Context: an optimization exercise on an open-source flow, tuned for small area. The choices shown serve that exercise and are no tape-out recipe.
Only simulation tests tie the RTL to the original design; equivalence was not proved.
Power is estimated from default activity; no workload was simulated.

<file path="flow/run.sh">
#!/bin/bash
# Standard layout, with two changes: clock tree synthesis inserts no dummy
# loads and uses larger sink clusters, and the port buffers are the smallest buffer cell.
set -e
export CTS_ARGS="-sink_clustering_enable -repair_clock_nets -dont_use_dummy_load -buf_list sky130_fd_sc_hd__clkbuf_16 -sink_clustering_size 28 -sink_clustering_max_diameter 70"
export BUFFER_PORTS_ARGS="-buffer_cell sky130_fd_sc_hd__buf_1"
bash standard.sh > standard.log 2>&1
</file>
<file path="standard.sh">
#!/bin/bash
# synth_recipe.tcl (not shown) runs the flow's synth.tcl, then flattens the netlist and writes it again
# the make line also repeats each setting of config.mk as NAME=value (left out here)
make -C /OpenROAD-flow-scripts/flow DESIGN_CONFIG=/design/flow/config.mk WORK_HOME=/design/flow/orfs CLKGATE_MAP_FILE= SYNTH_SCRIPT=/design/flow/synth_recipe.tcl "${@:-finish}"
</file>
<file path="config.mk">
export PLATFORM = sky130hd
export DESIGN_NAME = PIPE_Top
export DESIGN_NICKNAME = PIPE_Top
export VERILOG_FILES = /design/flow/design.v
export SDC_FILE = /design/flow/constraint.sdc
export NUM_CORES = 4
export LEC_CHECK = 0
export CAP_MARGIN = 20
export CORE_MARGIN = 2
export CORE_UTILIZATION = 50
export PLACE_DENSITY = 0.65
export SLEW_MARGIN = 20
</file>
<file path="constraint.sdc">
create_clock -name core_clock -period 8.5 [get_ports {clk}]
set_input_delay 1.7000 -clock core_clock [delete_from_list [all_inputs] [get_ports {clk}]]
set_output_delay 1.7000 -clock core_clock [all_outputs]
set_load 0.01 [all_outputs]
</file>
<file path="design.v">
`timescale 1ns/1ns
module ALU(sel,sub,A,B,Result,Sum);
	input [1:0] sel;
	input sub;
	input [31:0] A,B;
	output reg [31:0] Result;
	output [31:0] Sum;
	assign Sum = A + (B ^ {32{sub}}) + {31'd0,sub};
	wire lt = (A[31] ^ B[31]) ? A[31] : Sum[31];
	always @(*) begin
		case (sel)
			2'd0: Result = A & B;
			2'd1: Result = A | B;
			2'd2: Result = Sum;
			default: Result = {31'd0, lt};
		endcase
	end
endmodule
`timescale 1ns/1ns
module RegisterFile(clk,rst,we,waddr,wdata,raddr,rbyp,rdata);
	input clk,rst,we,rbyp;
	input [4:0] waddr,raddr;
	input [31:0] wdata;
	output reg [31:0] rdata;
	reg [1023:0] mem;
	wire [31:0] wsel = we ? (32'd1 << waddr) : 32'd0;
	wire [31:0] wen = wsel | {32{rst}};
	wire [31:0] wd = rst ? 32'd0 : wdata;
	wire [31:0] rsel = rbyp ? 32'd0 : (32'd1 << raddr);
	integer i;
	always @(posedge clk) begin
		for (i = 0; i < 32; i = i + 1)
			if (wen[i]) mem[i*32 +: 32] <= wd;
	end
	always @(*) begin
		rdata = wdata & {32{rbyp}};
		for (i = 0; i < 32; i = i + 1)
			rdata = rdata | (mem[i*32 +: 32] & {32{rsel[i]}});
	end
endmodule
`timescale 1ns/1ns
module PIPE_Top(clk,rst,InstOut,DMReadData,PCOut,DMAddress,DMWriteData,MemRead,MemWrite);
	input clk,rst;
	input [31:0]InstOut,DMReadData;
	output MemRead,MemWrite;
	output [31:0]DMWriteData,DMAddress,PCOut;
	reg [31:0] pc;
	wire [31:0] pc4 = pc + 32'd4;
	reg [31:0] id_pc4;
	reg [30:0] id_inst_lo;
	reg id_inst_hi;            
	wire [31:0] id_inst = {id_inst_hi, id_inst_lo};
	wire [5:0] op = id_inst[31:26];
	wire [5:0] fn = id_inst[5:0];
	wire [4:0] id_rs = id_inst[25:21];
	wire [4:0] id_rt = id_inst[20:16];
	wire op_r = op == 6'd0, op_addi = op == 6'd1, op_slti = op == 6'd2, op_lw = op == 6'd3, op_sw = op == 6'd4,
	     op_beq = op == 6'd5, op_j = op == 6'd6, op_jr = op == 6'd7, op_jal = op == 6'd8;
	wire d_regwrite = op_r | op_addi | op_slti | op_lw | op_jal;
	wire d_jmp = op_j | op_jr | op_jal;
	wire d_alusrc = op_addi | op_slti | op_lw | op_sw;
	reg [1:0] d_sel; reg d_sub;
	always @(*) begin
		if (op_addi | op_lw | op_sw) begin d_sel = 2'd2; d_sub = 1'b0; end
		else if (op_beq) begin d_sel = 2'd2; d_sub = 1'b1; end
		else if (op_slti) begin d_sel = 2'd3; d_sub = 1'b1; end
		else case (fn)
			6'd1: begin d_sel = 2'd2; d_sub = 1'b0; end
			6'd2: begin d_sel = 2'd2; d_sub = 1'b1; end
			6'd8: begin d_sel = 2'd1; d_sub = 1'b0; end
			6'd16: begin d_sel = 2'd3; d_sub = 1'b1; end
			default: begin d_sel = 2'd0; d_sub = 1'b0; end
		endcase
	end
	reg ex_regwrite, ex_memread, ex_memwrite, ex_branch, ex_jmp;    
	reg ex_jr, ex_jal, ex_alusrc, ex_regdst, ex_sub;
	reg [1:0] ex_sel;
	reg [31:0] ex_pc4, ex_a, ex_b;
	reg [25:0] ex_inst;
	wire [4:0] ex_rs = ex_inst[25:21];
	wire [4:0] ex_rt = ex_inst[20:16];
	wire [4:0] ex_rd = ex_inst[15:11];
	wire stall = ex_memread & ((ex_rt == id_rs) | (ex_rt == id_rt));
	reg ph_p, ph_n;
	wire first_half = ph_p ^ ph_n;
	reg [4:0] ra_p, ra_n;
	wire [4:0] raddr = ra_p ^ ra_n;
	wire [4:0] rt_next = stall ? id_rt : InstOut[20:16];
	wire [31:0] rdata;
	reg [31:0] rt_n;
	reg mem_regwrite; reg [4:0] mem_rd; wire [31:0] wbval;
	wire id_byp_rs = mem_regwrite & (mem_rd == id_rs) & (mem_rd != 5'd0);
	wire id_byp_rt = mem_regwrite & (mem_rd == id_rt) & (mem_rd != 5'd0);
	wire rbyp = first_half ? id_byp_rt : id_byp_rs;
	RegisterFile rf(clk, rst, mem_regwrite, mem_rd, wbval, raddr, rbyp, rdata);
	always @(posedge clk or posedge rst)
		if (rst) begin ph_p <= 1'b0; ra_p <= 5'd0; end
		else begin ph_p <= ~ph_p; ra_p <= rt_next ^ ra_n; end
	always @(negedge clk) begin
		ph_n <= ph_p;
		ra_n <= id_rs ^ ra_p;
		rt_n <= rdata;
	end
	reg mem_memread, mem_memwrite, mem_taken;     
	reg mem_jal;
	reg [31:0] mem_result, mem_sd;
	wire fa_mem = mem_regwrite & (mem_rd == ex_rs) & (mem_rd != 5'd0);
	wire fb_mem = mem_regwrite & (mem_rd == ex_rt) & (mem_rd != 5'd0);
	wire [31:0] opa = fa_mem ? mem_result : ex_a;
	wire [31:0] rtv = fb_mem ? mem_result : ex_b;
	wire [31:0] imm = {{16{ex_inst[15]}}, ex_inst[15:0]};
	wire [31:0] opb = ex_alusrc ? imm : rtv;
	wire [31:0] alu_res, alu_sum;
	ALU alu(ex_sel, ex_sub, opa, opb, alu_res, alu_sum);
	wire [31:0] target = ex_pc4 + {imm[29:0], 2'b00};
	wire [4:0] ex_dest = ex_jal ? 5'd31 : ex_regdst ? ex_rd : ex_rt;
	assign DMAddress = mem_result;
	assign DMWriteData = mem_sd;
	assign MemRead = mem_memread;
	assign MemWrite = mem_memwrite;
	assign wbval = mem_jal ? mem_sd : mem_memread ? DMReadData : mem_result;
	wire [31:0] jtarget = ex_jr ? opa : {ex_pc4[31:28], ex_inst, 2'b00};
	wire [31:0] npc = ex_jmp ? jtarget : mem_taken ? mem_result : pc4;
	assign PCOut = pc;
	always @(posedge clk or posedge rst) begin
		if (rst) begin
			pc <= 32'd0;
			id_inst_hi <= 1'b1;
			ex_regwrite <= 1'b0; ex_memread <= 1'b0; ex_memwrite <= 1'b0; ex_branch <= 1'b0; ex_jmp <= 1'b0;
			mem_regwrite <= 1'b0; mem_memread <= 1'b0; mem_memwrite <= 1'b0; mem_taken <= 1'b0;
		end else begin
			if (!stall) begin
				pc <= npc;
				id_inst_hi <= InstOut[31];
			end
			ex_regwrite <= d_regwrite & ~stall;
			ex_memread <= op_lw & ~stall;
			ex_memwrite <= op_sw & ~stall;
			ex_branch <= op_beq & ~stall;
			ex_jmp <= d_jmp & ~stall;
			mem_regwrite <= ex_regwrite;
			mem_memread <= ex_memread;
			mem_memwrite <= ex_memwrite;
			mem_taken <= ex_branch & (alu_sum == 32'd0);
		end
	end
	always @(posedge clk) begin
		if (!stall) begin
			id_pc4 <= pc4;
			id_inst_lo <= InstOut[30:0];
		end
		ex_jr <= op_jr; ex_jal <= op_jal; ex_alusrc <= d_alusrc; ex_regdst <= op_r;
		ex_sel <= d_sel; ex_sub <= d_sub;
		ex_pc4 <= id_pc4; ex_inst <= id_inst[25:0];
		ex_a <= rdata; ex_b <= rt_n;
		mem_jal <= ex_jal;
		mem_rd <= ex_dest;
		mem_result <= ex_branch ? target : alu_res;
		mem_sd <= ex_jal ? ex_pc4 : rtv;
	end
endmodule
</file>
==> results of run 1 <==
==> stage by stage <==
stage | hold slack (ns) | std cells | setup slack, ns | cell area, µm²
finish | 0.298 | 5345 | 0.239 | 59500
detailed placement | 0.327 | 5238 | 0.236 | 57600
CTS | 0.296 | 5344 | 0.167 | 59500
floorplan | 0.323 | 3702 | 0.892 | 54100
global placement | 0.325 | 5237 | 0.238 | 57500
global route | 0.303 | 5344 | 0.105 | 59500
==> cell families after synthesis <==
family	count (synthesis)
AOI/OAI and AO/OA	958
xor gates and xnor gates	158
adders and majority gates	89
buffers and inverters	253
DFF	1372
muxes	181
and+or+nand+nor	691
==> worst reg2reg max path, cell delays in order, from the launching register on <==
cell	delay [ns]
dfrtp_1	0.42
xnor2_1	0.14
buf_4	0.17
mux2i_1	0.22
xnor2_1	0.11
nor4_2	0.39
and3_1	0.32
buf_12	0.24
buf_4	0.25
nor4_2	0.08
buf_4	0.21
a22o_1	0.24
a221oi_1	0.32
nand4_1	0.20
nor3_2	0.34
nand2_1	0.20
==> how the worst min path moves through the flow <==
stage / slack [ns] / cells after the start / startpoint / end
finish: 0.30 / 0 / id_pc4[5]$_DFFE_PN_ / ex_pc4[5]$_DFF_P_
global route: 0.30 / 0 / id_pc4[5]$_DFFE_PN_ / ex_pc4[5]$_DFF_P_
CTS: 0.30 / 0 / id_pc4[5]$_DFFE_PN_ / ex_pc4[5]$_DFF_P_
detailed placement: 0.33 / 0 / id_inst_lo[14]$_DFFE_PN_ / ex_inst[14]$_DFF_P_
global placement: 0.32 / 0 / id_pc4[23]$_DFFE_PN_ / ex_pc4[23]$_DFF_P_
floorplan: 0.32 / 0 / id_inst_lo[10]$_DFFE_PN_ / ex_inst[10]$_DFF_P_
==> area by class of cell <==
type / instances / area (µm²)
inverter: 47 / 179
sequential: 1372 / 38600
fill: 8582 / 47700
clock inverter: 38 / 143
timing repair buffer: 338 / 2010
antenna: 1 / 2.50
multi-input combinational: 2077 / 15100
tap: 1403 / 1760
clock buffer: 69 / 1730
==> power by group through the flow <==
stage | clock, mW | combinational (mW) | sequential [mW]
after global routing | 3.77 | 7.23 | 9.88
after floorplan | 0.0280 | 3.82 | 9.57
after CTS | 3.55 | 6.65 | 9.75
after detailed placement | 0.0280 | 6.62 | 9.90
final | 3.55 | 6.87 | 9.80
after global placement | 0.0280 | 6.56 | 9.88
==> state kept, by name (all words and copies together) (netlist names), 2 cells and up <==
name,flops
ex_sel,2
ex_a,32
id_pc4,32
rf.mem,1024
ex_pc4,32
mem_result,32
pc,32
ra_n,5
mem_sd,32
ex_inst,26
ra_p,5
id_inst_lo,31
rt_n,32
ex_b,32
mem_rd,5
==> layout by cell type (no fill, tap or decap), types with 10 or more instances in the layout <==
cell type	n
a211oi_1	18
a21o_1	32
a21oi_1	240
a221oi_1	138
a222oi_1	32
a22o_1	127
a22oi_1	200
a31oi_1	16
and3_1	10
buf_1	162
buf_4	169
clkbuf_16	69
dfrtp_1	43
dfxtp_1	234
edfxtp_1	1087
ha_1	62
inv_1	80
maj3_1	25
mux2_2	55
mux2i_1	126
nand2_1	107
nand2b_1	18
nand3_1	64
nand4_1	82
nor2_1	249
nor2b_1	13
nor3_1	27
nor4_2	29
o21ai_0	64
o21ai_4	16
o31ai_1	10
or3_1	22
xnor2_1	87
xor2_1	66
==> routing by layer <==
metal	vias up	global-route usage	wire, µm
met2	2629	0.530	86800
met5	-	0	26
li1	15000	-	-
met3	413	0.0698	23500
met4	4	0.118	7300
met1	18200	0.454	70300
==> reports/results.tsv, run 1 <==
metric	value	unit
ir_drop	0.199	mV
finalHoldViolCount	0	
drt-total-wl	188	mm
syn-num-nets	3832	
row_count	120	
cp_num_cells	15	
ys_types	81	
required	4.74	ns
yosysMostFrequentCell	edfxtp_1	
drv_slew	0	
synth_top_family_by_area	compound AO/OA/AOI/OAI gates	
path_max_fanout	24	
post_cts_buffers	0	
syn_avg_cell_area	14.6	µm²
power.total	20.2	mW
antenna_found_initial	8	
io_buffers	163	
drive_above_1_share	0.101	
path_cells	xnor2_1 -> buf_4 -> mux2i_1 -> xnor2_1 -> nor4_2 -> and3_1 -> buf_12 -> buf_4 -> nor4_2 -> buf_4 -> a22o_1 -> a221oi_1 -> nand4_1 -> nor3_2 -> nand2_1	
grt_max_degree	72	
initial_core_util	0.504	
via_per_inst	6.79	
cts_sinks	1372	
power_frac_comb	0.340	
p_seq_frac	0.485	
synthMuxAreaShare	0.0348	
wl_per_cell	35.2	µm
nNetsFinal	4073	
cts_resized	0	
switching_power	7.60	mW
clk_path_buf_depth	3	
cts-hold-fix-buffers	0	
drtIter0Drc	5624	
cts_buffers	69	
gp_congestion	0.984	
htree_levels	3	
synth-compound-area-share	0.126	
utilization	0.555	
drv_cap	0	
synthTopCellsByCount	edfxtp_1, nor2_1, a21oi_1	
cp.arrival	4.50	ns
first_pass_iters	7	
die_area	111000	µm²
final_antenna_net_count	0	
crit_end	rt_n[5]$_DFF_N_	
first_global_vias	34200	
core	107000	µm²
cts.root.buffer_cell	clkbuf_16	
synth_adder_area_share	0.0197	
synth_area	54100	µm²
synth-edff-count	1087	
rsz0062_at_grt	false	
crit_start	ph_p$_DFF_PP0_	
grt_pass1_wl	260	mm
synth-simple-area-share	0.0616	
syn_to_final_growth	10.0	%
die_h	333	µm
ys_seq_area_frac	0.714	
io-pin-count	164	
critPathKind	reg -> reg	
via_count	36300	
endpoint_kind	flop	
grt_overflow	0	
synthFlopType	edfxtp_1	
yosys.area.top_type	edfxtp_1	
cts_tree	yes	
drc	0	
crit_buf_inv	4	
cellInternalPower	12.6	mW
clock_latency	0.69	ns
p_sw_frac	0.376	
syn-instance-count	3702	
slew_headroom	0.221	
fin_setup_tns	0	ns
synthArstFlopShare	0.0350	
yosysWarningCount	3	
cp_common_cell	buf_4	
power_per_cell_area	340	nW/µm²
hold_path.class	reg -> reg	
clock-skew-final	0.0957	ns
reg2reg_depth	15	
critPathSlowestCell	dfrtp_1	
total_leakage_power	21.4	nW
synth-xor-area-share	0.0258	
power_frac_clock	0.176	
start_kind	flop	
clk_pin_slew	0.10	ns
dp_hpwl	115	mm
die_w	333	µm
setup_viol	0	
netlist_top_cells_area	edfxtp_1, dfxtp_1, a22oi_1	
ff2ff_setup_slack	0.24	ns
ys_seq_elements	1372	
tightest_slew	1.16	ns
reg2reg_to	rt_n[5]$_DFF_N_	
r2r_start	ph_p$_DFF_PP0_	
netlist.area_leader.share	0.604	
cpPeakStageDelay	0.42	ns
status	finished clean	
track_usage	0.332	
cp_top_family	simple AND/OR/NAND/NOR gates	
==> inputs of run 2 (changes only) <==
--- a/design.v
+++ b/design.v
@@ -113,5 +113,5 @@
 	wire [31:0] alu_res, alu_sum;
 	ALU alu(ex_sel, ex_sub, opa, opb, alu_res, alu_sum);
-	wire [31:0] target = ex_pc4 + {imm[29:0], 2'b00};
+	wire [31:0] pcv = ex_pc4 + {imm[29:0] & {30{ex_branch}}, 2'b00};
 	wire [4:0] ex_dest = ex_jal ? 5'd31 : ex_regdst ? ex_rd : ex_rt;
 	assign DMAddress = mem_result;
@@ -121,5 +121,5 @@
 	assign wbval = mem_jal ? mem_sd : mem_memread ? DMReadData : mem_result;
 	wire [31:0] jtarget = ex_jr ? opa : {ex_pc4[31:28], ex_inst, 2'b00};
-	wire [31:0] npc = ex_jmp ? jtarget : mem_taken ? mem_result : pc4;
+	wire [31:0] npc = ex_jmp ? jtarget : mem_taken ? mem_sd : pc4;
 	assign PCOut = pc;
 	always @(posedge clk or posedge rst) begin
@@ -156,6 +156,6 @@
 		mem_jal <= ex_jal;
 		mem_rd <= ex_dest;
-		mem_result <= ex_branch ? target : alu_res;
-		mem_sd <= ex_jal ? ex_pc4 : rtv;
+		mem_result <= alu_res;
+		mem_sd <= (ex_jal | ex_branch) ? pcv : rtv;
 	end
 endmodule
==> reports/results.tsv, run 2 <==
metric	value	unit	change
rsz0062_at_grt	false		unchanged
first_pass_iters	8		was 7
io-pin-count	164		unchanged
synth_top_family_by_area	compound AO/OA/AOI/OAI gates		unchanged
power.total	20.1	mW	was 20.2 mW
grt_overflow	0		unchanged
critPathKind	reg -> reg		unchanged
ir_drop	0.296	mV	was 0.199 mV
ys_seq_elements	1372		unchanged
via_count	35800		was 36300
synth-compound-area-share	0.124		was 0.126
p_sw_frac	0.373		was 0.376
die_w	332	µm	was 333 µm
track_usage	0.337		was 0.332
p_seq_frac	0.487		was 0.485
dp_hpwl	116	mm	was 115 mm
slew_headroom	0.200		was 0.221
final_antenna_net_count	0		unchanged
power_frac_comb	0.330		was 0.340
synthMuxAreaShare	0.0320		was 0.0348
cts_resized	0		unchanged
row_count	120		unchanged
drt-total-wl	189	mm	was 188 mm
cellInternalPower	12.6	mW	about the same
grt_pass1_wl	261	mm	was 260 mm
endpoint_kind	flop		unchanged
syn_to_final_growth	10.6	%	was 10.0%
drc	0		unchanged
setup_viol	0		unchanged
synth-xor-area-share	0.0255		was 0.0258
total_leakage_power	21.5	nW	was 21.4 nW
ys_seq_area_frac	0.717		was 0.714
regMostFlops	rf.mem		unchanged
synth-simple-area-share	0.0627		was 0.0616
io_buffers	163		unchanged
reg2reg_depth	14		was 15
switching_power	7.50	mW	was 7.60 mW
fin_setup_tns	0	ns	unchanged
path_cells	xnor2_2 -> mux2i_1 -> xor2_1 -> nand2_1 -> or4_1 -> nand3_1 -> buf_12 -> nor2_4 -> buf_4 -> a22o_1 -> a221oi_1 -> nand4_1 -> nor3_1 -> nand2_1		was xnor2_1 -> buf_4 -> mux2i_1 -> xnor2_1 -> nor4_2 -> and3_1 -> buf_12 -> buf_4 -> nor4_2 -> buf_4 -> a22o_1 -> a221oi_1 -> nand4_1 -> nor3_2 -> nand2_1
cp_num_cells	14		was 15
largest_reg_flops	1024		unchanged
status	finished clean		unchanged
clock_latency	0.72	ns	was 0.69 ns
die_area	110000	µm²	was 111000 µm²
hold_end	ex_pc4[17]$_DFF_P_		was ex_pc4[5]$_DFF_P_
hold_ws	0.341	ns	was 0.298 ns
synth-edff-count	1087		unchanged
critPathSlowestCell	or4_1		was dfrtp_1
core	107000	µm²	about the same
synthArstFlopShare	0.0350		unchanged
yosysMostFrequentCell	edfxtp_1		unchanged
ff2ff_setup_slack	0.33	ns	was 0.24 ns
first_global_vias	34000		was 34200
netlist_top_cells_area	edfxtp_1, dfxtp_1, a22oi_1		unchanged
synthFlopType	edfxtp_1		unchanged
cts_sinks	1372		unchanged
cts-hold-fix-buffers	0		unchanged
drv_cap	0		unchanged
yosys.area.top_type	edfxtp_1		unchanged
grt_max_degree	70		was 72
nNetsFinal	4048		was 4073
yosysWarningCount	3		unchanged
hold_depth	0		unchanged
clock-skew-final	0.110	ns	was 0.0957 ns
finalNonFillerCells	5320		was 5345
syn-instance-count	3658		was 3702
drive_above_1_share	0.103		was 0.101
wl_per_cell	35.6	µm	was 35.2 µm
reg2reg_to	rt_n[2]$_DFF_N_		was rt_n[5]$_DFF_N_
final_common_cell	edfxtp_1		unchanged
gp_congestion	0.975		was 0.984
synthTopCellsByCount	edfxtp_1, dfxtp_1, nor2_1		was edfxtp_1, nor2_1, a21oi_1
path_max_fanout	9		was 24
setup_ws	0.327	ns	was 0.239 ns
cpPeakStageDelay	0.61	ns	was 0.42 ns
power_per_cell_area	338	nW/µm²	was 340 nW/µm²
cts.root.buffer_cell	clkbuf_16		unchanged
clk_path_buf_depth	3		unchanged
mostFrequentLayoutCells	edfxtp_1, dfxtp_1, nor2_1		was edfxtp_1, nor2_1, a21oi_1
cp_top_family	simple AND/OR/NAND/NOR gates		unchanged
crit_buf_inv	2		was 4
finalHoldViolCount	0		unchanged
netlist.area_leader.share	0.607		was 0.604
place_inst	5208		was 5238
syn-num-nets	3788		was 3832
htree_levels	3		unchanged
syn_avg_cell_area	14.7	µm²	was 14.6 µm²
start_kind	flop		unchanged
antenna_found_initial	3		was 8
r2r_start	ph_p$_DFF_PP0_		unchanged
ys_types	82		was 81
drtIter0Drc	5415		was 5624
cts_buffers	74		was 69
cp.arrival	4.47	ns	was 4.50 ns
hold_path.class	reg -> reg		unchanged
power_frac_clock	0.183		was 0.176
min_from	id_pc4[17]$_DFFE_PN_		was id_pc4[5]$_DFFE_PN_
post_cts_buffers	0		unchanged
die_h	332	µm	was 333 µm
cp_common_cell	nand2_1		was buf_4
clk_pin_slew	0.07	ns	was 0.10 ns
tightest_slew	1.19	ns	was 1.16 ns
synth_area	53800	µm²	was 54100 µm²
num-fill-cells	8523		was 8582
place_ws	0.419	ns	was 0.236 ns
via_per_inst	6.72		was 6.79
cts_tree	yes		unchanged
synth_adder_area_share	0.0206		was 0.0197
initial_core_util	0.503		was 0.504
required	4.80	ns	was 4.74 ns
drv_slew	0		unchanged
==> run 2: cell count changes after synthesis, sizes merged, moves of 14 or more <==
cell   previous run  this run
a21oi           241       188
and2              4        22
nor2            253       237
nor4             40        25
o22ai             8        22
xnor2            89       113
xor2             68        43
==> run 2: stage by stage <==
step,cell area (µm²),util
final,59500,0.557
after global routing,59500,0.557
after CTS,59500,0.556
after detailed placement,57500,0.538
after global placement,57500,0.537
after floorplan,53800,-
==> run 2: how the worst max path moves through the flow <==
stage / from / end / slack, ns
global placement: ph_p$_DFF_PP0_ / rt_n[2]$_DFF_N_ / 0.38
floorplan: ph_p$_DFF_PP0_ / rt_n[27]$_DFF_N_ / 0.89
global route: ph_p$_DFF_PP0_ / rt_n[11]$_DFF_N_ / 0.19
detailed placement: ph_p$_DFF_PP0_ / rt_n[2]$_DFF_N_ / 0.42
CTS: ph_p$_DFF_PP0_ / rt_n[2]$_DFF_N_ / 0.41
finish: ph_p$_DFF_PP0_ / rt_n[2]$_DFF_N_ / 0.33
==> run 2: metal layers <==
metal / part of all wire / routed length [µm] / global-route usage / vias to the layer above
met5: 0.00019 / 36 / 0 / -
met2: 0.46 / 86300 / 0.533 / 2618
met1: 0.36 / 68200 / 0.441 / 17800
li1: - / - / - / 14800
met3: 0.12 / 22600 / 0.0680 / 533
met4: 0.064 / 12200 / 0.184 / 6
==> run 2: area by class of cell <==
class	count	area [µm²]	share of cell area
Tap cell	1403	1760	0.0295
Multi-Input combinational cell	2032	14700	0.248
Sequential cell	1372	38600	0.649
Inverter	56	215	0.00362
Clock buffer	74	1850	0.0311
Clock inverter	38	143	0.00240
Timing Repair Buffer	344	2190	0.0368
Antenna cell	1	2.50	0.0000421
==> run 2: power groups by stage <==
stage          registers [mW]  clock network, mW  logic (mW)
2_1_floorplan            9.50             0.0280        3.55
3_3_place_gp             9.89             0.0280        6.34
3_5_place_dp             9.90             0.0280        6.44
4_1_cts                  9.76               3.68        6.47
5_1_grt                  9.87               3.91        6.98
6_report                 9.81               3.68        6.65
==> run 2: cells by family (layout without fill, tap and decap cells) <==
group	count (synthesis)	in the layout
other	0	1
multiplexers	165	165
XOR/XNOR	156	156
AO/OA/AOI/OAI	920	920
adder cells (fa/ha/maj)	93	93
flip-flops	1372	1372
buffers and inverters	254	512
AND/OR/NAND/NOR	698	698
==> inputs of run 3 (changes only) <==
==> flow/run.sh (replaced) <==
#!/bin/bash
# Standard layout, with two changes: clock tree synthesis inserts no dummy
# loads and uses larger sink clusters, and the port buffers are the smallest buffer cell.
set -e
export CTS_ARGS="-sink_clustering_enable -repair_clock_nets -dont_use_dummy_load -buf_list sky130_fd_sc_hd__clkbuf_8 -sink_clustering_size 16 -sink_clustering_max_diameter 60"
export BUFFER_PORTS_ARGS="-buffer_cell sky130_fd_sc_hd__buf_1"
bash standard.sh > standard.log 2>&1
--- a/config.mk
+++ b/config.mk
@@ -10,3 +10,4 @@
 export CORE_UTILIZATION = 50
 export PLACE_DENSITY = 0.65
+export SETUP_SLACK_MARGIN = 0.1
 export SLEW_MARGIN = 20
==> reports/results.tsv, run 3 <==
metric	value	unit	change
status	finished clean		unchanged
total_leakage_power	21.4	nW	was 21.5 nW
required	4.84	ns	was 4.80 ns
cellInternalPower	12.2	mW	was 12.6 mW
synth_area	53800	µm²	unchanged
yosysWarningCount	3		unchanged
power_frac_clock	0.166		was 0.183
core	107000	µm²	unchanged
drv_slew	0		unchanged
gp_congestion	0.975		unchanged
globalRouteMet3Util	0.0748		was 0.0680
clk_pin_slew	0.10	ns	was 0.07 ns
p_seq_frac	0.497		was 0.487
synth-edff-count	1087		unchanged
io-pin-count	164		unchanged
ys_types	82		unchanged
wl_per_cell	35.4	µm	was 35.6 µm
drive_above_1_share	0.112		was 0.103
drc	0		unchanged
cts_sinks	1372		unchanged
io_buffers	163		unchanged
grt_overflow	0		unchanged
synthFlopType	edfxtp_1		unchanged
cp.arrival	4.62	ns	was 4.47 ns
track_usage	0.338		was 0.337
ys_seq_elements	1372		unchanged
syn_avg_cell_area	14.7	µm²	unchanged
power.total	19.7	mW	was 20.1 mW
dp_hpwl	116	mm	unchanged
yosysMostFrequentCell	edfxtp_1		unchanged
finalHoldViolCount	0		unchanged
cts_buffers	111		was 74
first_global_vias	34300		was 34000
slew_headroom	0.186		was 0.200
hold_path.class	reg -> reg		unchanged
syn_to_final_growth	10.0	%	was 10.6%
row_count	120		unchanged
drv_cap	0		unchanged
ys_seq_area_frac	0.717		unchanged
drtIter0Drc	5423		was 5415
tightest_slew	1.21	ns	was 1.19 ns
ir_drop	0.299	mV	was 0.296 mV
critPathKind	reg -> reg		unchanged
netlist_top_cells_area	edfxtp_1, dfxtp_1, a22oi_1		unchanged
syn-num-nets	3788		unchanged
switching_power	7.51	mW	was 7.50 mW
post_cts_buffers	0		unchanged
cts_resized	0		unchanged
endpoint_kind	flop		unchanged
fin_setup_tns	0	ns	unchanged
p_sw_frac	0.380		was 0.373
start_kind	flop		unchanged
rsz0062_at_grt	false		unchanged
via_per_inst	6.73		was 6.72
clk_path_buf_depth	3		unchanged
gr-usage-met1	0.436		was 0.441
antenna_found_initial	3		unchanged
synthTopCellsByCount	edfxtp_1, dfxtp_1, nor2_1		unchanged
num-fill-cells	8559		was 8523
grt_pass1_wl	262	mm	was 261 mm
netlist.area_leader.share	0.607		unchanged
cts.root.buffer_cell	clkbuf_8		was clkbuf_16
largest_reg_flops	1024		unchanged
drt-total-wl	190	mm	was 189 mm
grt.busiest_layer	met2		unchanged
power_per_cell_area	334	nW/µm²	was 338 nW/µm²
gr-usage-met2	0.539		was 0.533
yosys.area.top_type	edfxtp_1		unchanged
regMostFlops	rf.mem		unchanged
die_h	332	µm	unchanged
place_ws	0.419	ns	unchanged
clock_latency	0.84	ns	was 0.72 ns
die_area	110000	µm²	unchanged
first_pass_iters	8		unchanged
syn-instance-count	3658		unchanged
synthArstFlopShare	0.0350		unchanged
grt_max_degree	70		unchanged
power_frac_comb	0.338		was 0.330
htree_levels	3		unchanged
die_w	332	µm	unchanged
path_max_fanout	20		was 9
cts-hold-fix-buffers	0		unchanged
cts_tree	yes		unchanged
via_count	36000		was 35800
initial_core_util	0.503		unchanged
mostFrequentLayoutCells	edfxtp_1, dfxtp_1, nor2_1		unchanged
setup_ws	0.217	ns	was 0.327 ns
clock-skew-final	0.146	ns	was 0.110 ns
final_common_cell	edfxtp_1		unchanged
nNetsFinal	4085		was 4048
final_antenna_net_count	0		unchanged
setup_viol	0		unchanged
==> run 3: logic make-up after synthesis <==
group | after synthesis | share of synthesized area
multiplexers | 165 | 0.0320
AO/OA/AOI/OAI | 920 | 0.124
XOR/XNOR | 156 | 0.0255
adder cells (fa/ha/maj) | 93 | 0.0206
buffers and inverters | 254 | 0.0181
flip-flops | 1372 | 0.717
AND/OR/NAND/NOR | 698 | 0.0627
==> run 3: cell type report <==
| cell class | count | area (µm²) | share of cell area |
|---|---|---|---|
| Inverter | 56 | 215 | 0.00364 |
| Tap cell | 1403 | 1760 | 0.0297 |
| Sequential cell | 1372 | 38600 | 0.652 |
| Clock buffer | 111 | 1530 | 0.0258 |
| Multi-Input combinational cell | 2032 | 14800 | 0.249 |
| Clock inverter | 38 | 143 | 0.00241 |
| Antenna cell | 2 | 5.00 | 0.0000846 |
| Timing Repair Buffer | 344 | 2190 | 0.0370 |
==> run 3: power by group through the flow <==
stage | Combinational [mW] | Sequential [mW] | Clock (mW)
2_1_floorplan | 3.55 | 9.50 | 0.0280
3_3_place_gp | 6.34 | 9.89 | 0.0280
3_5_place_dp | 6.44 | 9.90 | 0.0280
4_1_cts | 6.47 | 9.75 | 3.28
5_1_grt | 6.99 | 9.87 | 3.52
6_report | 6.67 | 9.81 | 3.27
==> run 3: metrics by stage <==
step / area, µm² / hold WS (ns) / utilization / instances
2_1_floorplan: 53800 / 0.323 / - / 3658
3_3_place_gp: 57500 / 0.324 / 0.537 / 5206
3_5_place_dp: 57500 / 0.327 / 0.538 / 5208
4_1_cts: 59200 / 0.333 / 0.553 / 5356
5_1_grt: 59200 / 0.332 / 0.554 / 5357
6_report: 59200 / 0.332 / 0.554 / 5358
==> run 3: path summary, 6_finish.rpt <==
check | from | to | slack [ns] | depth (start not counted)
setup / recovery | ph_p$_DFF_PP0_ | rt_n[4]$_DFF_N_ | 0.22 | 14
hold / removal | id_pc4[16]$_DFFE_PN_ | ex_pc4[16]$_DFF_P_ | 0.33 | 0
setup reg to reg | ph_p$_DFF_PP0_ | rt_n[4]$_DFF_N_ | 0.22 | 14
hold reg to reg | id_pc4[16]$_DFFE_PN_ | ex_pc4[16]$_DFF_P_ | 0.33 | 0
max in group asynchronous | rst | pc[2]$_DFFE_PP0N_ | 5.79 | 4
min in group asynchronous | rst | ra_p[4]$_DFF_PP0_ | 1.49 | 3
==> run 3: worst max-delay path, stage by stage, from the launching register on <==
cell,delay (ns)
dfrtp_1,0.41
xnor2_2,0.34
mux2i_1,0.32
nand2_1,0.08
mux2_2,0.30
or4_1,0.48
nand3_1,0.16
buf_12,0.18
nor2_4,0.21
buf_4,0.29
a22o_1,0.19
a221oi_1,0.40
nand3_1,0.14
nor4_1,0.20
nand2_1,0.13
==> run 3: routing by layer <==
metal  part of all wire  vias up
li1                   -    14800
met1               0.35    18000
met2               0.46     2659
met3               0.13      515
met4              0.060        4
met5            0.00014        -
==> inputs of run 4 (changes only) <==
==> flow/run.sh (replaced) <==
#!/bin/bash
# The standard layout (standard.sh), with these changes:
#  - after the floorplan, OpenROAD's restructure maps the combinational logic
#    again for area (ABC, with the platform library less its don't-use cells),
#    and repair_timing fixes setup; registers are not touched
#  - clock tree synthesis inserts no dummy loads and uses larger sink clusters
#  - the port buffers are the smallest buffer cell
# Each tool's output goes to a log file of its own in this folder.
set -euo pipefail
export CTS_ARGS="-sink_clustering_enable -repair_clock_nets -dont_use_dummy_load -buf_list sky130_fd_sc_hd__clkbuf_16 -sink_clustering_size 28 -sink_clustering_max_diameter 70"
export BUFFER_PORTS_ARGS="-buffer_cell sky130_fd_sc_hd__buf_1"
bash standard.sh floorplan > standard_floorplan.log 2>&1
RMP_DONT_USE=$(sed -n '/DONT_USE_CELLS/,/^$/p' "$FLOW_HOME/platforms/$FLOW_PLATFORM/config.mk" | grep -o 'sky130_fd_sc_hd__[a-z0-9_]*' | tr '\n' ' ')
export RMP_DONT_USE
python3 flow/filter_lib.py "$FLOW_HOME/platforms/$FLOW_PLATFORM/lib/sky130_fd_sc_hd__tt_025C_1v80.lib" abc_cells.lib $RMP_DONT_USE > filter_lib.log 2>&1
mkdir -p rmp_work
openroad -no_init -exit flow/restructure.tcl > restructure.log 2>&1
bash standard.sh > standard.log 2>&1
==> flow/filter_lib.py (new file) <==
#!/usr/bin/env python3
# Writes a copy of a liberty file without the cells whose names match the
# given patterns (fnmatch), so that ABC in restructure cannot pick them.
import sys, fnmatch, re
src, dst = sys.argv[1], sys.argv[2]
pats = sys.argv[3:]
txt = open(src).read()
out = []
i = 0
n = len(txt)
cell_re = re.compile(r'\n(\s*)cell\s*\(\s*"?([\w]+)"?\s*\)\s*\{')
removed = 0
while True:
    m = cell_re.search(txt, i)
    if not m:
        out.append(txt[i:])
        break
    name = m.group(2)
    # find the end of this cell group by brace matching
    j = m.end()
    depth = 1
    while depth:
        c = txt[j]
        if c == '{': depth += 1
        elif c == '}': depth -= 1
        elif c == '"':
            j = txt.index('"', j + 1)
        j += 1
    if any(fnmatch.fnmatchcase(name, p) for p in pats):
        out.append(txt[i:m.start()])
        removed += 1
    else:
        out.append(txt[i:j])
    i = j
open(dst, 'w').write(''.join(out))
print("removed %d cells" % removed)
==> flow/restructure.tcl (new file) <==
# Re-map the combinational logic of the floorplanned design for area.
set R orfs/results/sky130hd/PIPE_Top/base
read_liberty $::env(FLOW_HOME)/platforms/sky130hd/lib/sky130_fd_sc_hd__tt_025C_1v80.lib
read_db $R/2_floorplan.odb
read_sdc $R/2_floorplan.sdc
source $::env(FLOW_HOME)/platforms/sky130hd/setRC.tcl
set_dont_use $::env(RMP_DONT_USE)
report_design_area
report_worst_slack
restructure -target area -liberty_file abc_cells.lib \
  -tielo_port sky130_fd_sc_hd__conb_1/LO -tiehi_port sky130_fd_sc_hd__conb_1/HI \
  -work_dir rmp_work -abc_logfile rmp_abc.log
report_design_area
report_worst_slack
repair_timing -setup -verbose
report_design_area
report_worst_slack
write_db $R/2_floorplan.odb
--- a/config.mk
+++ b/config.mk
@@ -10,4 +10,4 @@
 export CORE_UTILIZATION = 50
 export PLACE_DENSITY = 0.65
-export SETUP_SLACK_MARGIN = 0.1
+export SETUP_SLACK_MARGIN = 0.2
 export SLEW_MARGIN = 20
==> reports/results.tsv, run 4 <==
metric	value	unit	change
status	finished clean		unchanged
total_leakage_power	19.7	nW	was 21.4 nW
clock_latency	0.70	ns	was 0.84 ns
utilization	0.543		was 0.554
drive_above_1_share	0.0964		was 0.112
nNetsFinal	3937		was 4085
power_frac_comb	0.257		was 0.338
core	107000	µm²	unchanged
cts_buffers	67		was 111
synth_area	53800	µm²	unchanged
cts_tree	yes		unchanged
endpoint_kind	flop		unchanged
first_global_vias	33700		was 34300
syn-instance-count	3658		unchanged
drv_slew	0		unchanged
drt-total-wl	184	mm	was 190 mm
cp.arrival	4.50	ns	was 4.62 ns
via_per_inst	6.91		was 6.73
power_per_cell_area	304	nW/µm²	was 334 nW/µm²
p_sw_frac	0.333		was 0.380
die_w	332	µm	unchanged
drv_cap	0		unchanged
io_buffers	163		unchanged
path_max_fanout	11		was 20
crit_buf_inv	6		was 2
die_area	110000	µm²	unchanged
setup_ws	0.301	ns	was 0.217 ns
clock-skew-final	0.0892	ns	was 0.146 ns
syn_to_final_growth	7.82	%	was 10.0%
syn_avg_cell_area	14.7	µm²	unchanged
antenna_found_initial	5		was 3
drc	0		unchanged
cellInternalPower	11.8	mW	was 12.2 mW
cts_sinks	1372		unchanged
tightest_slew	1.26	ns	was 1.21 ns
place_ws	0.313	ns	was 0.419 ns
hold_path.class	reg -> reg		unchanged
gp_congestion	0.936		was 0.975
path_cells	clkinv_1 -> a2bb2oi_1 -> clkinv_1 -> o22a_1 -> a2bb2oi_1 -> o221ai_1 -> nor4b_1 -> buf_4 -> clkinv_1 -> nand3_1 -> buf_12 -> nor2_4 -> buf_4 -> a22oi_1 -> nand4_1 -> a2111oi_1 -> nand4b_1		was xnor2_2 -> mux2i_1 -> nand2_1 -> mux2_2 -> or4_1 -> nand3_1 -> buf_12 -> nor2_4 -> buf_4 -> a22o_1 -> a221oi_1 -> nand3_1 -> nor4_1 -> nand2_1
track_usage	0.325		was 0.338
row_count	120		unchanged
finalHoldViolCount	0		unchanged
critPathKind	reg -> reg		unchanged
required	4.80	ns	was 4.84 ns
fin_setup_tns	0	ns	unchanged
cts-hold-fix-buffers	0		unchanged
final_common_cell	edfxtp_1		unchanged
cp_common_cell	clkinv_1		
largest_reg_flops	1024		unchanged
power_frac_clock	0.198		was 0.166
synthFlopType	edfxtp_1		unchanged
synthArstFlopShare	0.0350		unchanged
place_inst	5168		was 5208
netlist_top_cells_area	edfxtp_1, dfxtp_1, a22oi_1		unchanged
htree_levels	3		unchanged
cp_top_family	compound AO/OA/AOI/OAI gates		was simple AND/OR/NAND/NOR gates
cts_resized	0		unchanged
die_h	332	µm	unchanged
final_antenna_net_count	0		unchanged
yosysMostFrequentCell	edfxtp_1		unchanged
rsz0062_at_grt	false		unchanged
grt_overflow	0		unchanged
grt_pass1_wl	255	mm	was 262 mm
first_pass_iters	6		was 8
finalNonFillerCells	5273		was 5358
synthTopCellsByCount	edfxtp_1, dfxtp_1, nor2_1		unchanged
cts.root.buffer_cell	clkbuf_16		was clkbuf_8
post_cts_buffers	0		unchanged
dp_hpwl	115	mm	was 116 mm
via_count	36400		was 36000
hold_ws	0.323	ns	was 0.332 ns
wl_per_cell	35.0	µm	was 35.4 µm
regMostFlops	rf.mem		unchanged
switching_power	5.88	mW	was 7.51 mW
ys_seq_area_frac	0.717		unchanged
yosys.area.top_type	edfxtp_1		unchanged
ys_seq_elements	1372		unchanged
ir_drop	0.144	mV	was 0.299 mV
initial_core_util	0.503		unchanged
drtIter0Drc	6661		was 5423
critPathSlowestCell	a2111oi_1		was or4_1
syn-num-nets	3788		unchanged
start_kind	flop		unchanged
slew_headroom	0.160		was 0.186
clk_path_buf_depth	3		unchanged
grt_max_degree	73		was 70
io-pin-count	164		unchanged
ys_types	82		unchanged
netlist.area_leader.share	0.607		unchanged
p_seq_frac	0.545		was 0.497
yosysWarningCount	3		unchanged
cpPeakStageDelay	0.52	ns	was 0.48 ns
setup_viol	0		unchanged
synth-edff-count	1087		unchanged
mostFrequentLayoutCells	edfxtp_1, a22oi_1, dfxtp_1		was edfxtp_1, dfxtp_1, nor2_1
clk_pin_slew	0.08	ns	was 0.10 ns
## run 4: cell counts after synthesis
No cell type changed its count.
## run 4: per-stage QoR
step	power, mW	cell area [µm²]
finish	17.7	58000
global route	18.2	58000
CTS	17.5	58000
detailed placement	14.1	56200
global placement	14.0	56200
floorplan	13.1	53800
## run 4: final timing paths
| check | startpoint | endpoint | slack [ns] | depth (start not counted) |
|---|---|---|---|---|
| worst min-delay path | id_pc4[11]$_DFFE_PN_ | ex_pc4[11]$_DFF_P_ | 0.32 | 0 |
| worst max register to register | ph_p$_DFF_PP0_ | rt_n[19]$_DFF_N_ | 0.30 | 17 |
| worst min register to register | id_pc4[11]$_DFFE_PN_ | ex_pc4[11]$_DFF_P_ | 0.32 | 0 |
| worst max-delay path | ph_p$_DFF_PP0_ | rt_n[19]$_DFF_N_ | 0.30 | 17 |
| max in group asynchronous | rst | pc[29]$_DFFE_PP0N_ | 5.65 | 3 |
| min in group asynchronous | rst | ra_p[0]$_DFF_PP0_ | 1.36 | 2 |
## run 4: power groups by stage
stage | clock [mW] | combinational (mW) | sequential (mW)
5_1_grt | 3.75 | 4.77 | 9.70
6_report | 3.50 | 4.53 | 9.62
2_1_floorplan | 0.0280 | 3.55 | 9.50
4_1_cts | 3.51 | 4.38 | 9.57
3_3_place_gp | 0.0280 | 4.32 | 9.69
3_5_place_dp | 0.0280 | 4.36 | 9.71
## run 4: cell type report
| type | instances | area [µm²] |
|---|---|---|
| diodes | 1 | 2.50 |
| clock buffers | 67 | 1680 |
| inverters | 148 | 558 |
| clock inverters | 38 | 143 |
| multi-input cells | 1850 | 12700 |
| repair buffers | 394 | 2610 |
| fillers | 8622 | 48900 |
| flip-flops and latches | 1372 | 38600 |
| well taps | 1403 | 1760 |
## run 4: cells by family (layout without fill, tap and decap cells)
family                     count (synthesis)  after routing  share of synthesized area
buffers and inverters                    254            647                     0.0181
other                                      0              1                          0
and+or+nand+nor                          698            569                     0.0627
AOI/OAI and AO/OA                        920           1236                      0.124
muxes                                    165              0                     0.0320
adders and majority gates                 93              0                     0.0206
xor gates and xnor gates                 156             45                     0.0255
DFF                                     1372           1372                      0.717
## run 4: per-layer routing
metal / wire, µm / vias to the layer above / GRT usage
met3: 22900 / 401 / 0.0628
met4: 6810 / 2 / 0.114
met5: 13 / - / 0
met2: 86200 / 2713 / 0.523
li1: - / 14900 / -
met1: 68400 / 18400 / 0.444
==> inputs of run 5 (changes only) <==
--- a/flow/run.sh
+++ b/flow/run.sh
@@ -8,5 +8,5 @@
 # Each tool's output goes to a log file of its own in this folder.
 set -euo pipefail
-export CTS_ARGS="-sink_clustering_enable -repair_clock_nets -dont_use_dummy_load -buf_list sky130_fd_sc_hd__clkbuf_16 -sink_clustering_size 28 -sink_clustering_max_diameter 70"
+export CTS_ARGS="-sink_clustering_enable -repair_clock_nets -dont_use_dummy_load -buf_list sky130_fd_sc_hd__clkbuf_8 -sink_clustering_size 16 -sink_clustering_max_diameter 60"
 export BUFFER_PORTS_ARGS="-buffer_cell sky130_fd_sc_hd__buf_1"
 bash standard.sh floorplan > standard_floorplan.log 2>&1
==> reports/results.tsv, run 5 <==
metric	value	unit	change
ys_types	82		unchanged
utilization	0.541		was 0.543
mostFrequentLayoutCells	edfxtp_1, a22oi_1, dfxtp_1		unchanged
design_area	57800	µm²	was 58000 µm²
ff2ff_setup_slack	0.24	ns	was 0.30 ns
start_kind	flop		unchanged
status	finished clean		unchanged
globalRouteMet3Util	0.0647		was 0.0628
cts_sinks	1372		unchanged
track_usage	0.326		was 0.325
gr-usage-met2	0.523		about the same
hold_end	ex_pc4[2]$_DFF_P_		was ex_pc4[11]$_DFF_P_
setup_viol	0		unchanged
synthArstFlopShare	0.0350		unchanged
grt_pass1_wl	256	mm	was 255 mm
total_leakage_power	19.7	nW	about the same
syn-num-nets	3788		unchanged
io-pin-count	164		unchanged
hold_depth	0		unchanged
drive_above_1_share	0.107		was 0.0964
reg2reg_depth	15		was 17
power.total	17.4	mW	was 17.7 mW
placed_area	56200	µm²	unchanged
ys_seq_elements	1372		unchanged
die_area	110000	µm²	unchanged
drtIter0Drc	6641		was 6661
htree_levels	3		unchanged
setup_ws	0.239	ns	was 0.301 ns
wl_per_cell	34.8	µm	was 35.0 µm
drv_cap	0		unchanged
cts_tree	yes		unchanged
largest_reg_flops	1024		unchanged
place_ws	0.313	ns	unchanged
gr-usage-met1	0.443		was 0.444
drc	0		unchanged
finalHoldViolCount	0		unchanged
required	4.90	ns	was 4.80 ns
fin_setup_tns	0	ns	unchanged
row_count	120		unchanged
critPathKind	reg -> reg		unchanged
netlist_top_cells_area	edfxtp_1, dfxtp_1, a22oi_1		unchanged
min_from	id_pc4[2]$_DFFE_PN_		was id_pc4[11]$_DFFE_PN_
syn_to_final_growth	7.50	%	was 7.82%
cpPeakStageDelay	0.96	ns	was 0.52 ns
grt_max_degree	73		unchanged
yosysMostFrequentCell	edfxtp_1		unchanged
drv_slew	0		unchanged
antenna_found_initial	5		unchanged
nNetsFinal	3976		was 3937
grt.busiest_layer	met2		unchanged
via_per_inst	6.89		was 6.91
clock_latency	0.84	ns	was 0.70 ns
clk_pin_slew	0.10	ns	was 0.08 ns
reg2reg_to	rt_n[10]$_DFF_N_		was rt_n[19]$_DFF_N_
place_inst	5168		unchanged
dp_hpwl	115	mm	unchanged
grt_overflow	0		unchanged
ys_seq_area_frac	0.717		unchanged
cp_common_cell	buf_4		was clkinv_1
path_max_fanout	20		was 11
drt-total-wl	185	mm	was 184 mm
r2r_start	ph_p$_DFF_PP0_		unchanged
hold_path.class	reg -> reg		unchanged
cts_buffers	106		was 67
yosysWarningCount	3		unchanged
synthTopCellsByCount	edfxtp_1, dfxtp_1, nor2_1		unchanged
finalNonFillerCells	5313		was 5273
first_global_vias	34000		was 33700
syn-instance-count	3658		unchanged
final_common_cell	edfxtp_1		unchanged
cp.arrival	4.66	ns	was 4.50 ns
hold_ws	0.308	ns	was 0.323 ns
via_count	36600		was 36400
ir_drop	0.134	mV	was 0.144 mV
first_pass_iters	10		was 6
final_antenna_net_count	0		unchanged
synth_area	53800	µm²	unchanged
synthFlopType	edfxtp_1		unchanged
io_buffers	163		unchanged
rsz0062_at_grt	false		unchanged
power_per_cell_area	300	nW/µm²	was 304 nW/µm²
die_h	332	µm	unchanged
netlist.area_leader.share	0.607		unchanged
regMostFlops	rf.mem		unchanged
tightest_slew	1.29	ns	was 1.26 ns
syn_avg_cell_area	14.7	µm²	unchanged
endpoint_kind	flop		unchanged
path_cells	clkinv_1 -> a2bb2oi_2 -> buf_4 -> o22a_1 -> a2bb2oi_1 -> o221ai_1 -> nor4b_1 -> buf_4 -> or3_1 -> buf_12 -> nor2_4 -> a22oi_1 -> nand4_1 -> a2111oi_0 -> nand4b_1		was clkinv_1 -> a2bb2oi_1 -> clkinv_1 -> o22a_1 -> a2bb2oi_1 -> o221ai_1 -> nor4b_1 -> buf_4 -> clkinv_1 -> nand3_1 -> buf_12 -> nor2_4 -> buf_4 -> a22oi_1 -> nand4_1 -> a2111oi_1 -> nand4b_1
yosys.area.top_type	edfxtp_1		unchanged
gp_congestion	0.936		unchanged
slew_headroom	0.136		was 0.160
synth-edff-count	1087		unchanged
clock-skew-final	0.115	ns	was 0.0892 ns
clk_path_buf_depth	3		unchanged
die_w	332	µm	unchanged
cts.root.buffer_cell	clkbuf_8		was clkbuf_16
core	107000	µm²	unchanged
critPathSlowestCell	nor2_4		was a2111oi_1
initial_core_util	0.503		unchanged
## run 5: cell counts after synthesis
No cell type changed its count.
## run 5: critical path: cells and delay by family, from the launching register on
family,cells,cell delay (ns)
simple gates,5,1.88
flops,1,0.36
buf+inv,4,0.61
compound gates,6,1.01
## run 5: how the worst max path moves through the flow
| stage | start | end | depth (start not counted) |
|---|---|---|---|
| after floorplan | ph_p$_DFF_PP0_ | rt_n[27]$_DFF_N_ | 14 |
| after global routing | ph_p$_DFF_PP0_ | rt_n[15]$_DFF_N_ | 18 |
| after detailed placement | ph_p$_DFF_PP0_ | rt_n[13]$_DFF_N_ | 17 |
| after global placement | ph_p$_DFF_PP0_ | rt_n[23]$_DFF_N_ | 18 |
| final | ph_p$_DFF_PP0_ | rt_n[10]$_DFF_N_ | 15 |
| after CTS | ph_p$_DFF_PP0_ | rt_n[3]$_DFF_N_ | 17 |
## run 5: layer usage
layer  up-vias  wire [µm]
met3       417      23800
met5         -          0
met1     18400      68000
met4         0       7140
met2      2853      86000
li1      15000          -
## run 5: logic make-up (layout without fill, tap and decap cells)
group,count (synthesis),in the layout,synth area share
xor gates and xnor gates,156,45,0.0255
AOI/OAI and AO/OA,920,1236,0.124
buffers and inverters,254,686,0.0181
other,0,2,0
DFF,1372,1372,0.717
and+or+nand+nor,698,569,0.0627
muxes,165,0,0.0320
adders and majority gates,93,0,0.0206
## run 5: final cells by class
cell class              instances  area [µm²]
fillers                      8674       49100
flip-flops and latches       1372       38600
multi-input cells            1850       12700
repair buffers                394        2610
well taps                    1403        1760
clock buffers                 106        1460
inverters                     148         558
clock inverters                38         143
diodes                          2        5.00
## run 5: what timing repair did
item                                    4_1_cts  5_1_grt
hold buffers                                  0        0
resized for setup                             2       22
endpoints found under the setup margin        2       30
setup buffers                                 0        0
## run 5: power by group
part | leakage (nW) | switching [mW] | internal (mW)
sequential | 13.7 | 0.787 | 8.83
clock | 0.965 | 2.06 | 1.13
combinational | 4.99 | 3.05 | 1.52
total | 19.7 | 5.89 | 11.5
==> inputs of run 6 (changes only) <==
--- a/design.v
+++ b/design.v
@@ -82,6 +82,4 @@
 	wire [4:0] ex_rd = ex_inst[15:11];
 	wire stall = ex_memread & ((ex_rt == id_rs) | (ex_rt == id_rt));
-	reg ph_p, ph_n;
-	wire first_half = ph_p ^ ph_n;
 	reg [4:0] ra_p, ra_n;
 	wire [4:0] raddr = ra_p ^ ra_n;
@@ -91,12 +89,12 @@
 	reg mem_regwrite; reg [4:0] mem_rd; wire [31:0] wbval;
 	wire id_byp_rs = mem_regwrite & (mem_rd == id_rs) & (mem_rd != 5'd0);
-	wire id_byp_rt = mem_regwrite & (mem_rd == id_rt) & (mem_rd != 5'd0);
-	wire rbyp = first_half ? id_byp_rt : id_byp_rs;
+	reg bp_p, bp_n;
+	wire rbyp = bp_p ^ bp_n;
 	RegisterFile rf(clk, rst, mem_regwrite, mem_rd, wbval, raddr, rbyp, rdata);
 	always @(posedge clk or posedge rst)
-		if (rst) begin ph_p <= 1'b0; ra_p <= 5'd0; end
-		else begin ph_p <= ~ph_p; ra_p <= rt_next ^ ra_n; end
+		if (rst) begin ra_p <= 5'd0; bp_p <= 1'b0; end
+		else begin ra_p <= rt_next ^ ra_n; bp_p <= byp_rt_next ^ bp_n; end
 	always @(negedge clk) begin
-		ph_n <= ph_p;
+		bp_n <= id_byp_rs ^ bp_p;
 		ra_n <= id_rs ^ ra_p;
 		rt_n <= rdata;
@@ -112,4 +110,5 @@
 	wire [31:0] opb = ex_alusrc ? imm : rtv;
 	wire [31:0] alu_res, alu_sum;
+	wire byp_rt_next = ex_regwrite & (ex_dest == rt_next) & (ex_dest != 5'd0);
 	ALU alu(ex_sel, ex_sub, opa, opb, alu_res, alu_sum);
 	wire [31:0] pcv = ex_pc4 + {imm[29:0] & {30{ex_branch}}, 2'b00};
--- a/config.mk
+++ b/config.mk
@@ -10,4 +10,4 @@
 export CORE_UTILIZATION = 50
 export PLACE_DENSITY = 0.65
-export SETUP_SLACK_MARGIN = 0.2
+export SETUP_SLACK_MARGIN = 0.05
 export SLEW_MARGIN = 20
==> reports/results.tsv, run 6 <==
metric	value	unit	change
status	finished clean		unchanged
place_inst	5050		was 5168
track_usage	0.307		was 0.326
clock-skew-final	0.0885	ns	was 0.115 ns
power.total	16.0	mW	was 17.4 mW
syn_to_final_growth	6.00	%	was 7.50%
fin_setup_tns	0	ns	unchanged
ys_seq_elements	1372		unchanged
yosysMostFrequentCell	edfxtp_1		unchanged
drt-total-wl	175	mm	was 185 mm
hold_ws	0.329	ns	was 0.308 ns
syn-instance-count	3666		was 3658
regMostFlops	rf.mem		unchanged
synthArstFlopShare	0.0350		unchanged
netlist_top_cells_area	edfxtp_1, dfxtp_1, a22oi_1		unchanged
dp_hpwl	105	mm	was 115 mm
finalHoldViolCount	0		unchanged
grt_pass1_wl	244	mm	was 256 mm
cts_sinks	1372		unchanged
drive_above_1_share	0.0934		was 0.107
cts-hold-fix-buffers	0		unchanged
critPathKind	reg -> reg		unchanged
largest_reg_flops	1024		unchanged
path_max_fanout	8		was 20
cts_buffers	106		unchanged
syn-num-nets	3796		was 3788
antenna_found_initial	9		was 5
total_leakage_power	19.6	nW	was 19.7 nW
synthFlopType	edfxtp_1		unchanged
netlist.area_leader.share	0.606		was 0.607
synth-edff-count	1087		unchanged
num-fill-cells	8698		was 8674
setup_ws	0.433	ns	was 0.239 ns
via_per_inst	6.93		was 6.89
required	4.82	ns	was 4.90 ns
cts.root.buffer_cell	clkbuf_8		unchanged
ys_seq_area_frac	0.716		was 0.717
yosys.area.top_type	edfxtp_1		unchanged
syn_avg_cell_area	14.7	µm²	about the same
initial_core_util	0.504		was 0.503
row_count	120		unchanged
synthTopCellsByCount	edfxtp_1, nor2_1, dfxtp_1		was edfxtp_1, dfxtp_1, nor2_1
io-pin-count	164		unchanged
mostFrequentLayoutCells	edfxtp_1, a22oi_1, o22ai_1		was edfxtp_1, a22oi_1, dfxtp_1
nNetsFinal	3859		was 3976
clock_latency	0.77	ns	was 0.84 ns
cts_tree	yes		unchanged
start_kind	flop		unchanged
die_area	110000	µm²	about the same
final_common_cell	edfxtp_1		unchanged
ir_drop	0.113	mV	was 0.134 mV
via_count	36000		was 36600
hold_path.class	reg -> reg		unchanged
setup_viol	0		unchanged
slew_headroom	0.254		was 0.136
ys_types	79		was 82
endpoint_kind	flop		unchanged
first_pass_iters	9		was 10
power_per_cell_area	280	nW/µm²	was 300 nW/µm²
ff2ff_setup_slack	0.43	ns	was 0.24 ns
clk_pin_slew	0.11	ns	was 0.10 ns
drc	0		unchanged
grt_overflow	0		unchanged
gp_congestion	0.975		was 0.936
htree_levels	3		unchanged
yosysWarningCount	3		unchanged
final_antenna_net_count	0		unchanged
die_h	332	µm	about the same
grt_max_degree	61		was 73
synth_area	53900	µm²	was 53800 µm²
drv_slew	0		unchanged
drtIter0Drc	6147		was 6641
cp.arrival	4.38	ns	was 4.66 ns
die_w	332	µm	about the same
rsz0062_at_grt	false		unchanged
drv_cap	0		unchanged
wl_per_cell	33.6	µm	was 34.8 µm
clk_path_buf_depth	3		unchanged
first_global_vias	33400		was 34000
io_buffers	163		unchanged
core	107000	µm²	unchanged
place_ws	0.397	ns	was 0.313 ns
finalNonFillerCells	5196		was 5313
tightest_slew	1.11	ns	was 1.29 ns
-- run 6: cell types whose count changed after synthesis, sizes merged, moves of 8 or more --
| cell | change |
|---|---|
| o21ai | -19 |
| mux2 | +11 |
| a22o | +14 |
| clkbuf | -15 |
| o211ai | +8 |
| o22ai | -8 |
| nand2 | +9 |
| xor2 | +24 |
| nand3 | +17 |
| xnor2 | -21 |
| nor4 | -16 |
| mux2i | -14 |
| nor2 | +12 |
-- run 6: through the flow --
| step | instance area (µm²) | util |
|---|---|---|
| global route | 57100 | 0.534 |
| detailed placement | 55500 | 0.519 |
| floorplan | 53900 | - |
| CTS | 57100 | 0.534 |
| finish | 57100 | 0.534 |
| global placement | 55500 | 0.519 |
-- run 6: metal layers --
metal / global-route usage / vias up / part of all wire / wire, µm
met1: 0.409 / 18000 / 0.37 / 63900
met5: 0 / - / 0.00022 / 38
met2: 0.495 / 2767 / 0.46 / 80700
met3: 0.0633 / 460 / 0.13 / 22000
met4: 0.124 / 2 / 0.045 / 7920
li1: - / 14700 / - / -
-- run 6: final timing paths --
check	cells past startpoint	to	from
max reg2reg	10	rt_n[0]$_DFF_N_	ra_p[1]$_DFF_PP0_
min reg2reg	0	ex_pc4[15]$_DFF_P_	id_pc4[15]$_DFFE_PN_
max	10	rt_n[0]$_DFF_N_	ra_p[1]$_DFF_PP0_
min in group asynchronous	3	ra_p[1]$_DFF_PP0_	rst
min	0	ex_pc4[15]$_DFF_P_	id_pc4[15]$_DFFE_PN_
max in group asynchronous	4	pc[4]$_DFFE_PP0N_	rst
-- run 6: repair_timing --
item,CTS,global route
resized for setup,0,3
setup endpoints to repair,0,3
setup buffers,0,1
-- run 6: area by class of cell --
cell class,instances,area [µm²],share of cell area
Antenna cell,2,5.00,0.0000876
Clock buffer,106,1460,0.0255
Clock inverter,38,143,0.00250
Inverter,183,696,0.0122
Multi-Input combinational cell,1756,12300,0.216
Sequential cell,1372,38600,0.676
Tap cell,1403,1760,0.0307
Timing Repair Buffer,336,2150,0.0376
-- run 6: power by group --
| part | internal, mW | switching, mW |
|---|---|---|
| Combinational | 1.11 | 2.39 |
| Sequential | 8.69 | 0.625 |
| Clock | 1.13 | 2.05 |
-- run 6: cell families (layout without fill, tap and decap cells) --
kind of cell | after synthesis | after routing | share of synthesized area
compound gates | 927 | 1179 | 0.127
xor+xnor | 159 | 29 | 0.0258
fa+ha+maj | 94 | 0 | 0.0207
buf+inv | 239 | 663 | 0.0170
flops | 1372 | 1372 | 0.716
mux | 162 | 0 | 0.0315
other cells | 0 | 2 | 0
simple gates | 713 | 548 | 0.0623
-- run 6: critical path: stages (launching register included) --
cell,delay [ns]
dfrtp_1,0.37
clkinv_1,0.09
o2bb2ai_1,0.35
clkinv_1,0.16
nand2_1,0.59
nor2_4,0.20
buf_4,0.25
a22o_1,0.24
a221oi_1,0.27
nand4_1,0.47
or4_1,0.61
==> inputs of run 7 (changes only) <==
--- a/config.mk
+++ b/config.mk
@@ -10,4 +10,3 @@
 export CORE_UTILIZATION = 50
 export PLACE_DENSITY = 0.65
-export SETUP_SLACK_MARGIN = 0.05
 export SLEW_MARGIN = 20
==> reports/results.tsv, run 7 <==
metric	value	unit	change
fin_setup_tns	0	ns	unchanged
final_common_cell	edfxtp_1		unchanged
required	4.82	ns	about the same
synth_area	53900	µm²	unchanged
switching_power	5.07	mW	unchanged
cts_buffers	106		unchanged
wl_per_cell	33.6	µm	unchanged
row_count	120		unchanged
largest_reg_flops	1024		unchanged
drtIter0Drc	6147		unchanged
syn_to_final_growth	6.00	%	unchanged
crit_end	rt_n[0]$_DFF_N_		unchanged
first_global_vias	33400		unchanged
setup_viol	0		unchanged
hold_path.class	reg -> reg		unchanged
cts_sinks	1372		unchanged
cts_tree	yes		unchanged
grt_overflow	0		unchanged
core	107000	µm²	unchanged
design_area	57100	µm²	unchanged
yosysWarningCount	3		unchanged
drv_cap	0		unchanged
clk_pin_slew	0.11	ns	about the same
power.total	16.0	mW	unchanged
nNetsFinal	3859		unchanged
num-fill-cells	8698		unchanged
initial_core_util	0.504		unchanged
die_area	110000	µm²	unchanged
final_antenna_net_count	0		unchanged
endpoint_kind	flop		unchanged
netlist_top_cells_area	edfxtp_1, dfxtp_1, a22oi_1		unchanged
ir_drop	0.113	mV	unchanged
htree_levels	3		unchanged
finalHoldViolCount	0		unchanged
gp_congestion	0.975		unchanged
mostFrequentLayoutCells	edfxtp_1, a22oi_1, o22ai_1		unchanged
ys_seq_elements	1372		unchanged
yosys.area.top_type	edfxtp_1		unchanged
first_pass_iters	9		unchanged
grt_max_degree	61		unchanged
power_frac_clock	0.199		about the same
clk_path_buf_depth	3		unchanged
via_per_inst	6.93		unchanged
cts-hold-fix-buffers	0		unchanged
reg2reg_depth	10		unchanged
dp_hpwl	105	mm	unchanged
tightest_slew	1.11	ns	unchanged
regMostFlops	rf.mem		unchanged
ff2ff_setup_slack	0.43	ns	about the same
drv_slew	0		unchanged
netlist.area_leader.share	0.606		unchanged
antenna_found_initial	9		unchanged
syn-num-nets	3796		unchanged
start_kind	flop		unchanged
critPathKind	reg -> reg		unchanged
synthArstFlopShare	0.0350		unchanged
total_leakage_power	19.6	nW	unchanged
crit_start	ra_p[1]$_DFF_PP0_		unchanged
r2r_start	ra_p[1]$_DFF_PP0_		unchanged
utilization	0.534		unchanged
p_sw_frac	0.317		unchanged
cts.root.buffer_cell	clkbuf_8		unchanged
syn-instance-count	3666		unchanged
via_count	36000		unchanged
track_usage	0.307		unchanged
cellInternalPower	10.9	mW	unchanged
ys_seq_area_frac	0.716		unchanged
io-pin-count	164		unchanged
status	finished clean		unchanged
power_per_cell_area	280	nW/µm²	unchanged
synthTopCellsByCount	edfxtp_1, nor2_1, dfxtp_1		unchanged
drt-total-wl	175	mm	unchanged
p_seq_frac	0.582		about the same
yosysMostFrequentCell	edfxtp_1		unchanged
synth-edff-count	1087		unchanged
drive_above_1_share	0.0934		unchanged
clock-skew-final	0.0885	ns	unchanged
synthFlopType	edfxtp_1		unchanged
power_frac_comb	0.219		about the same
die_h	332	µm	unchanged
cp.arrival	4.38	ns	about the same
io_buffers	163		unchanged
drc	0		unchanged
rsz0062_at_grt	false		unchanged
reg2reg_to	rt_n[0]$_DFF_N_		unchanged
syn_avg_cell_area	14.7	µm²	unchanged
clock_latency	0.77	ns	about the same
placed_area	55500	µm²	unchanged
slew_headroom	0.254		unchanged
grt_pass1_wl	244	mm	unchanged
die_w	332	µm	unchanged
ys_types	79		unchanged
path_max_fanout	8		unchanged
run 7: cell counts in the layout (fill, tap and decap cells not counted):
No cell type changed its count.
run 7: critical path: stages, from the launching register on:
cell,delay (ns)
dfrtp_1,0.37
clkinv_1,0.09
o2bb2ai_1,0.35
clkinv_1,0.16
nand2_1,0.59
nor2_4,0.20
buf_4,0.25
a22o_1,0.24
a221oi_1,0.27
nand4_1,0.47
or4_1,0.61
run 7: per-stage QoR:
stage / std cells / hold WS, ns / worst slack (ns)
2_1_floorplan: 3666 / 0.323 / 1.49
3_3_place_gp: 5050 / 0.324 / 0.430
3_5_place_dp: 5050 / 0.327 / 0.397
4_1_cts: 5193 / 0.336 / 0.390
5_1_grt: 5195 / 0.340 / 0.0531
6_report: 5196 / 0.329 / 0.433
run 7: area by class of cell:
cell class	instances	area, µm²	share of cell area
clock inverters	38	143	0.00250
repair buffers	336	2150	0.0376
inverters	183	696	0.0122
well taps	1403	1760	0.0307
clock buffers	106	1460	0.0255
diodes	2	5.00	0.0000876
multi-input cells	1756	12300	0.216
flip-flops and latches	1372	38600	0.676
run 7: routing by layer:
| metal | vias to the layer above | part of all wire | global-route usage |
|---|---|---|---|
| li1 | 14700 | - | - |
| met1 | 18000 | 0.37 | 0.409 |
| met2 | 2767 | 0.46 | 0.495 |
| met3 | 460 | 0.13 | 0.0633 |
| met4 | 2 | 0.045 | 0.124 |
| met5 | - | 0.00022 | 0 |
run 7: cell families after synthesis:
| logic type | synth area share |
|---|---|
| flip-flops | 0.716 |
| AO/OA/AOI/OAI | 0.127 |
| AND/OR/NAND/NOR | 0.0623 |
| buffers and inverters | 0.0170 |
| multiplexers | 0.0315 |
| XOR/XNOR | 0.0258 |
| adder cells (fa/ha/maj) | 0.0207 |
run 7: timing repair:
item,in CTS,in global routing
endpoints found under the setup margin,0,3
resized for setup,0,3
setup buffers,0,1
run 7: power groups by stage:
stage          Sequential, mW  Clock (mW)  Combinational (mW)
6_report                 9.32        3.18                3.50
5_1_grt                  9.40        3.43                3.69
4_1_cts                  9.29        3.20                3.37
3_5_place_dp             9.44      0.0280                3.36
3_3_place_gp             9.41      0.0280                3.31
2_1_floorplan            9.52      0.0280                3.58
run 7: worst min path at each step:
stage | from | to | slack (ns) | depth (start not counted)
final | id_pc4[15]$_DFFE_PN_ | ex_pc4[15]$_DFF_P_ | 0.33 | 0
after global routing | id_pc4[15]$_DFFE_PN_ | ex_pc4[15]$_DFF_P_ | 0.34 | 0
after CTS | id_pc4[15]$_DFFE_PN_ | ex_pc4[15]$_DFF_P_ | 0.34 | 0
after detailed placement | id_pc4[31]$_DFFE_PN_ | ex_pc4[31]$_DFF_P_ | 0.33 | 0
after global placement | id_pc4[21]$_DFFE_PN_ | ex_pc4[21]$_DFF_P_ | 0.32 | 0
after floorplan | id_inst_lo[10]$_DFFE_PN_ | ex_inst[10]$_DFF_P_ | 0.32 | 0
